From an optimization exercise on the open Yosys and OpenROAD flow, aimed at small area and a short achievable clock period; shortcuts taken in it are not production practice. RTL that was checked went through simulation tests only; none was proved equivalent to the original. Power figures rest on the tool's default switching activity, not on a simulated workload.

Design mac_16bit, start of the top module:
module mac_16bit(out_rounded,md,mr,clk,rst);
output reg [26:0] out_rounded;
input [15:0] md,mr;
input clk,rst;
reg [15:0] MD;
reg [7:0] ONE, TWO, NEG;         
reg [84:0] P;                  
reg [39:0] A;                    
reg [5:0] CB;                 
reg [8:0] k;       
reg clr;           
reg z1;            
reg r1, z2;        
wire zero = !rst | clr;
wire [16:0] mrx = {mr, 1'b0};
wire [7:0] one_n, two_n, neg_n;
genvar g;
generate for (g = 0; g < 8; g = g + 1) begin : enc
  assign one_n[g] = mrx[2*g+1] ^ mrx[2*g];
  assign two_n[g] = (mrx[2*g+2] & ~mrx[2*g+1] & ~mrx[2*g]) | (~mrx[2*g+2] & mrx[2*g+1] & mrx[2*g]);
  assign neg_n[g] = mrx[2*g+2] & ~(mrx[2*g+1] & mrx[2*g]);
end endgenerate
wire [16:0] pp0 = (({17{ONE[0]}} & {MD[15], MD}) | ({17{TWO[0]}} & {MD, 1'b0})) ^ {17{NEG[0]}};
wire ns0 = ~pp0[16];
wire [16:0] pp1 = (({17{ONE[1]}} & {MD[15], MD}) | ({17{TWO[1]}} & {MD, 1'b0})) ^ {17{NEG[1]}};
wire ns1 = ~pp1[16];
wire [16:0] pp2 = (({17{ONE[2]}} & {MD[15], MD}) | ({17{TWO[2]}} & {MD, 1'b0})) ^ {17{NEG[2]}};
wire ns2 = ~pp2[16];
wire [16:0] pp3 = (({17{ONE[3]}} & {MD[15], MD}) | ({17{TWO[3]}} & {MD, 1'b0})) ^ {17{NEG[3]}};
  ...
For scale: roughly 1200 cells after synthesis, ~210 flip-flops, ~0.013 sq mm of cells after synthesis.
export LEC_CHECK = 0
export CAP_MARGIN = 20
export CORE_MARGIN = 2
export CORE_UTILIZATION = 60
export SETUP_SLACK_MARGIN = 4.15
export SLEW_MARGIN = 20
create_clock -name core_clock -period 6.9 [get_ports {clk}]
run.sh (not shown) runs the stock make flow with config.mk's settings and CLKGATE_MAP_FILE= SYNTH_SCRIPT=/design/flow/synth_recipe.tcl, a recipe that flattens the netlist after the stock synthesis.
Rerun with:
--- a/flow/design.v
+++ b/flow/design.v
@@ -1,30 +1,32 @@
 module mac_16bit(out_rounded,md,mr,clk,rst);
 output reg [26:0] out_rounded;
 input [15:0] md,mr;
 input clk,rst;
 reg [15:0] MD;
-reg [7:0] ONE, TWO, NEG;         
+reg [15:0] MR;
+wire [7:0] ONE, TWO, NEG;        
 reg [84:0] P;                  
 reg [39:0] A;                    
 reg [5:0] CB;                 
 reg [8:0] k;       
 reg clr;           
 reg z1;            
 reg r1, z2;        
 wire zero = !rst | clr;
-wire [16:0] mrx = {mr, 1'b0};
+wire [16:0] mrx = {MR, 1'b0};
 wire [7:0] one_n, two_n, neg_n;
 genvar g;
 generate for (g = 0; g < 8; g = g + 1) begin : enc
   assign one_n[g] = mrx[2*g+1] ^ mrx[2*g];
   assign two_n[g] = (mrx[2*g+2] & ~mrx[2*g+1] & ~mrx[2*g]) | (~mrx[2*g+2] & mrx[2*g+1] & mrx[2*g]);
   assign neg_n[g] = mrx[2*g+2] & ~(mrx[2*g+1] & mrx[2*g]);
 end endgenerate
+assign ONE = one_n; assign TWO = two_n; assign NEG = neg_n;
 wire [16:0] pp0 = (({17{ONE[0]}} & {MD[15], MD}) | ({17{TWO[0]}} & {MD, 1'b0})) ^ {17{NEG[0]}};
 wire ns0 = ~pp0[16];
 wire [16:0] pp1 = (({17{ONE[1]}} & {MD[15], MD}) | ({17{TWO[1]}} & {MD, 1'b0})) ^ {17{NEG[1]}};
 wire ns1 = ~pp1[16];
 wire [16:0] pp2 = (({17{ONE[2]}} & {MD[15], MD}) | ({17{TWO[2]}} & {MD, 1'b0})) ^ {17{NEG[2]}};
 wire ns2 = ~pp2[16];
 wire [16:0] pp3 = (({17{ONE[3]}} & {MD[15], MD}) | ({17{TWO[3]}} & {MD, 1'b0})) ^ {17{NEG[3]}};
 wire ns3 = ~pp3[16];
@@ -727,19 +729,17 @@
 wire rc857 = rG802 | (rP803 & up);
 wire rs858 = rp686 ^ rc857;
 wire rc859 = rG804 | (rP805 & up);
 wire rs860 = rp687 ^ rc859;
 wire rco861 = rG806 | (rP807 & up);
 wire [26:0] rnd = {rs860, rs858, rs856, rs854, rs852, rs850, rs848, rs846, rs844, rs842, rs840, rs838, rs836, rs834, rs832, rs830, rs828, rs826, rs824, rs822, rs820, rs818, rs816, rs814, rs812, rs810, rs808};
 always @(posedge clk) begin
   MD <= md;
-  ONE <= one_n;
-  TWO <= two_n;
-  NEG <= neg_n;
+  MR <= mr;
   P <= pnext;
   z1 <= zero;
   r1 <= !rst;
   z2 <= r1;
   if (z1 | z2) A <= 40'd0;
   else A <= sum;
   if (z1 | z2) CB <= 6'd0;
   else CB <= cbnext;
Outcome:
- The new run finished clean
- synthesized cell count went up by 0.99%
- routed wire length went up by 7.3%
- die area is lower by 1.4%
- worst setup slack is worse by 0.13 ns
- first-iteration DRC count rises by 50%
- sequential power shrinks by about 6%
For the second run of this note, only the layout was checked, not whether the RTL still works.


Another version of the RTL of mac_16bit (not shown whole).
Size: about 220 flip-flops, ~61 I/O pins.
export LEC_CHECK = 0
export CAP_MARGIN = 20
export CORE_MARGIN = 2
export CORE_UTILIZATION = 60
export CTS_CLUSTER_DIAMETER = 100
export CTS_CLUSTER_SIZE = 20
export SETUP_SLACK_MARGIN = 4.15
export SLEW_MARGIN = 20
export SYNTH_HIERARCHICAL = 1
export SYNTH_MINIMUM_KEEP_SIZE = 0
create_clock -name core_clock -period 6.9 [get_ports {clk}]
standard.sh (not shown) runs the stock make flow with config.mk's settings and CLKGATE_MAP_FILE= SYNTH_SCRIPT=/design/flow/synth_recipe.tcl, a recipe that flattens the netlist after the stock synthesis.
==> flow/flow/run.sh <==
#!/bin/bash
# The standard layout (the standard.sh), except that the port buffers are
# sky130_fd_sc_hd__buf_2 cells instead of the default delay buffers.
set -euo pipefail
export BUFFER_PORTS_ARGS="-buffer_cell sky130_fd_sc_hd__buf_2"
bash standard.sh > standard.log 2>&1
The baseline finished clean.
Edit:
--- a/flow/design.v
+++ b/flow/design.v
@@ -1,13 +1,12 @@
 module mac_16bit(out_rounded,md,mr,clk,rst);
 output reg [26:0] out_rounded;
 input [15:0] md,mr;
 input clk,rst;
 reg [15:0] MD;
 reg [7:0] ONE, TWO, NEG;         
-reg [7:0] NEGN;                 
 reg [84:0] P;                  
 reg [39:0] A;                    
 reg [5:0] CB;                 
 reg [8:0] k;       
 reg clr;           
 reg z1;            
@@ -18,35 +17,27 @@
 genvar g;
 generate for (g = 0; g < 8; g = g + 1) begin : enc
   assign one_n[g] = mrx[2*g+1] ^ mrx[2*g];
   assign two_n[g] = (mrx[2*g+2] & ~mrx[2*g+1] & ~mrx[2*g]) | (~mrx[2*g+2] & mrx[2*g+1] & mrx[2*g]);
   assign neg_n[g] = mrx[2*g+2] & ~(mrx[2*g+1] & mrx[2*g]);
 end endgenerate
-wire [16:0] sel0 = ({17{ONE[0]}} & {MD[15], MD}) | ({17{TWO[0]}} & {MD, 1'b0});
-wire [16:0] pp0 = {~(sel0[16:9] ^ {8{NEGN[0]}}), sel0[8:0] ^ {9{NEG[0]}}};
+wire [16:0] pp0 = (({17{ONE[0]}} & {MD[15], MD}) | ({17{TWO[0]}} & {MD, 1'b0})) ^ {17{NEG[0]}};
 wire ns0 = ~pp0[16];
-wire [16:0] sel1 = ({17{ONE[1]}} & {MD[15], MD}) | ({17{TWO[1]}} & {MD, 1'b0});
-wire [16:0] pp1 = {~(sel1[16:9] ^ {8{NEGN[1]}}), sel1[8:0] ^ {9{NEG[1]}}};
+wire [16:0] pp1 = (({17{ONE[1]}} & {MD[15], MD}) | ({17{TWO[1]}} & {MD, 1'b0})) ^ {17{NEG[1]}};
 wire ns1 = ~pp1[16];
-wire [16:0] sel2 = ({17{ONE[2]}} & {MD[15], MD}) | ({17{TWO[2]}} & {MD, 1'b0});
-wire [16:0] pp2 = {~(sel2[16:9] ^ {8{NEGN[2]}}), sel2[8:0] ^ {9{NEG[2]}}};
+wire [16:0] pp2 = (({17{ONE[2]}} & {MD[15], MD}) | ({17{TWO[2]}} & {MD, 1'b0})) ^ {17{NEG[2]}};
 wire ns2 = ~pp2[16];
-wire [16:0] sel3 = ({17{ONE[3]}} & {MD[15], MD}) | ({17{TWO[3]}} & {MD, 1'b0});
-wire [16:0] pp3 = {~(sel3[16:9] ^ {8{NEGN[3]}}), sel3[8:0] ^ {9{NEG[3]}}};
+wire [16:0] pp3 = (({17{ONE[3]}} & {MD[15], MD}) | ({17{TWO[3]}} & {MD, 1'b0})) ^ {17{NEG[3]}};
 wire ns3 = ~pp3[16];
-wire [16:0] sel4 = ({17{ONE[4]}} & {MD[15], MD}) | ({17{TWO[4]}} & {MD, 1'b0});
-wire [16:0] pp4 = {~(sel4[16:9] ^ {8{NEGN[4]}}), sel4[8:0] ^ {9{NEG[4]}}};
+wire [16:0] pp4 = (({17{ONE[4]}} & {MD[15], MD}) | ({17{TWO[4]}} & {MD, 1'b0})) ^ {17{NEG[4]}};
 wire ns4 = ~pp4[16];
-wire [16:0] sel5 = ({17{ONE[5]}} & {MD[15], MD}) | ({17{TWO[5]}} & {MD, 1'b0});
-wire [16:0] pp5 = {~(sel5[16:9] ^ {8{NEGN[5]}}), sel5[8:0] ^ {9{NEG[5]}}};
+wire [16:0] pp5 = (({17{ONE[5]}} & {MD[15], MD}) | ({17{TWO[5]}} & {MD, 1'b0})) ^ {17{NEG[5]}};
 wire ns5 = ~pp5[16];
-wire [16:0] sel6 = ({17{ONE[6]}} & {MD[15], MD}) | ({17{TWO[6]}} & {MD, 1'b0});
-wire [16:0] pp6 = {~(sel6[16:9] ^ {8{NEGN[6]}}), sel6[8:0] ^ {9{NEG[6]}}};
+wire [16:0] pp6 = (({17{ONE[6]}} & {MD[15], MD}) | ({17{TWO[6]}} & {MD, 1'b0})) ^ {17{NEG[6]}};
 wire ns6 = ~pp6[16];
-wire [16:0] sel7 = ({17{ONE[7]}} & {MD[15], MD}) | ({17{TWO[7]}} & {MD, 1'b0});
-wire [16:0] pp7 = {~(sel7[16:9] ^ {8{NEGN[7]}}), sel7[8:0] ^ {9{NEG[7]}}};
+wire [16:0] pp7 = (({17{ONE[7]}} & {MD[15], MD}) | ({17{TWO[7]}} & {MD, 1'b0})) ^ {17{NEG[7]}};
 wire ns7 = ~pp7[16];
 wire as1, ac2; ha_cell u_as1 (.a(pp0[10]), .b(pp1[8]), .s(as1), .co(ac2));
 wire as3, ac4; ha_cell u_as3 (.a(pp0[11]), .b(pp1[9]), .s(as3), .co(ac4));
 wire as5, ac6; fa_cell u_as5 (.a(pp0[12]), .b(pp1[10]), .c(pp2[8]), .s(as5), .co(ac6));
 wire as7, ac8; ha_cell u_as7 (.a(pp3[6]), .b(pp4[4]), .s(as7), .co(ac8));
 wire as9, ac10; fa_cell u_as9 (.a(pp0[13]), .b(pp1[11]), .c(pp2[9]), .s(as9), .co(ac10));
@@ -741,13 +732,12 @@
 wire [26:0] rnd = {rs806, rs804, rs802, rs800, rs798, rs796, rs794, rs792, rs790, rs788, rs786, rs784, rs782, rs780, rs778, rs776, rs774, rs772, rs770, rs768, rs766, rs764, rs762, rs760, rs758, rs756, rs754};
 always @(posedge clk) begin
   MD <= md;
   ONE <= one_n;
   TWO <= two_n;
   NEG <= neg_n;
-  NEGN <= ~neg_n;
   P <= pnext;
   z1 <= zero;
   r1 <= !rst;
   z2 <= r1;
   if (z1 | z2) A <= 40'd0;
   else A <= sum;
After rerunning: The new run went through all stages and came out clean. Worst setup slack improved by 26 ps. Routed wire length rises by 3.3%. Sequential share of layout area falls by 0.89 points. Total power falls by 4.3%. Final area falls by 1.2%. Fmax rises by 0.94%. Non-clock buffer count falls by 16. Clock-buffer cell count falls by 1. Synthesized area hardly moves. Core utilization falls by 0.80 points. Hold slack improved by 7.7 ps. Via count rises by 2.8%. Cell count does not change.
No run of this note included a check of the RTL's function; only the layout flow was run.

-- afterwards: timing with drivers on the ports --
No port has a modelled driver above. Below, the same layouts with a new extraction and two added sets of constraints.
Step 1 assumes that a clkbuf_16 drives the clock port and a buf_2 every other input.
Step 2 also shifts input and output timing later by t, the mid clock arrival at the registers, as if the neighbouring blocks saw the same clock.
Three values: ideal, step 1, step 2; two values: the first two.
| run | shift t [ns] | setup WS [ns] | hold WS [ns] | worst slew at a driven data input, ns |
|---|---|---|---|---|
| the first run of note 1 | 0.559 | 4.192 / 4.145 / 3.751 | 0.366 / 0.366 / 0.366 | 0.03 |
| the second run of note 1 | 0.563 | 4.060 / 4.060 / 3.780 | 0.324 / 0.324 / 0.324 | 0.03 |
| the first run of note 2 | 0.520 | 4.161 / 4.161 / 4.022 | 0.338 / 0.338 / 0.338 | 0.03 |
| the second run of note 2 | 0.520 | 4.186 / 4.186 / 3.967 | 0.346 / 0.346 / 0.346 | 0.03 |
After both steps every run listed still meets setup and hold. For the first run of note 1, which loses most, drivers alone change the setup slack by -0.047 ns; drivers and shift together by -0.441 ns.
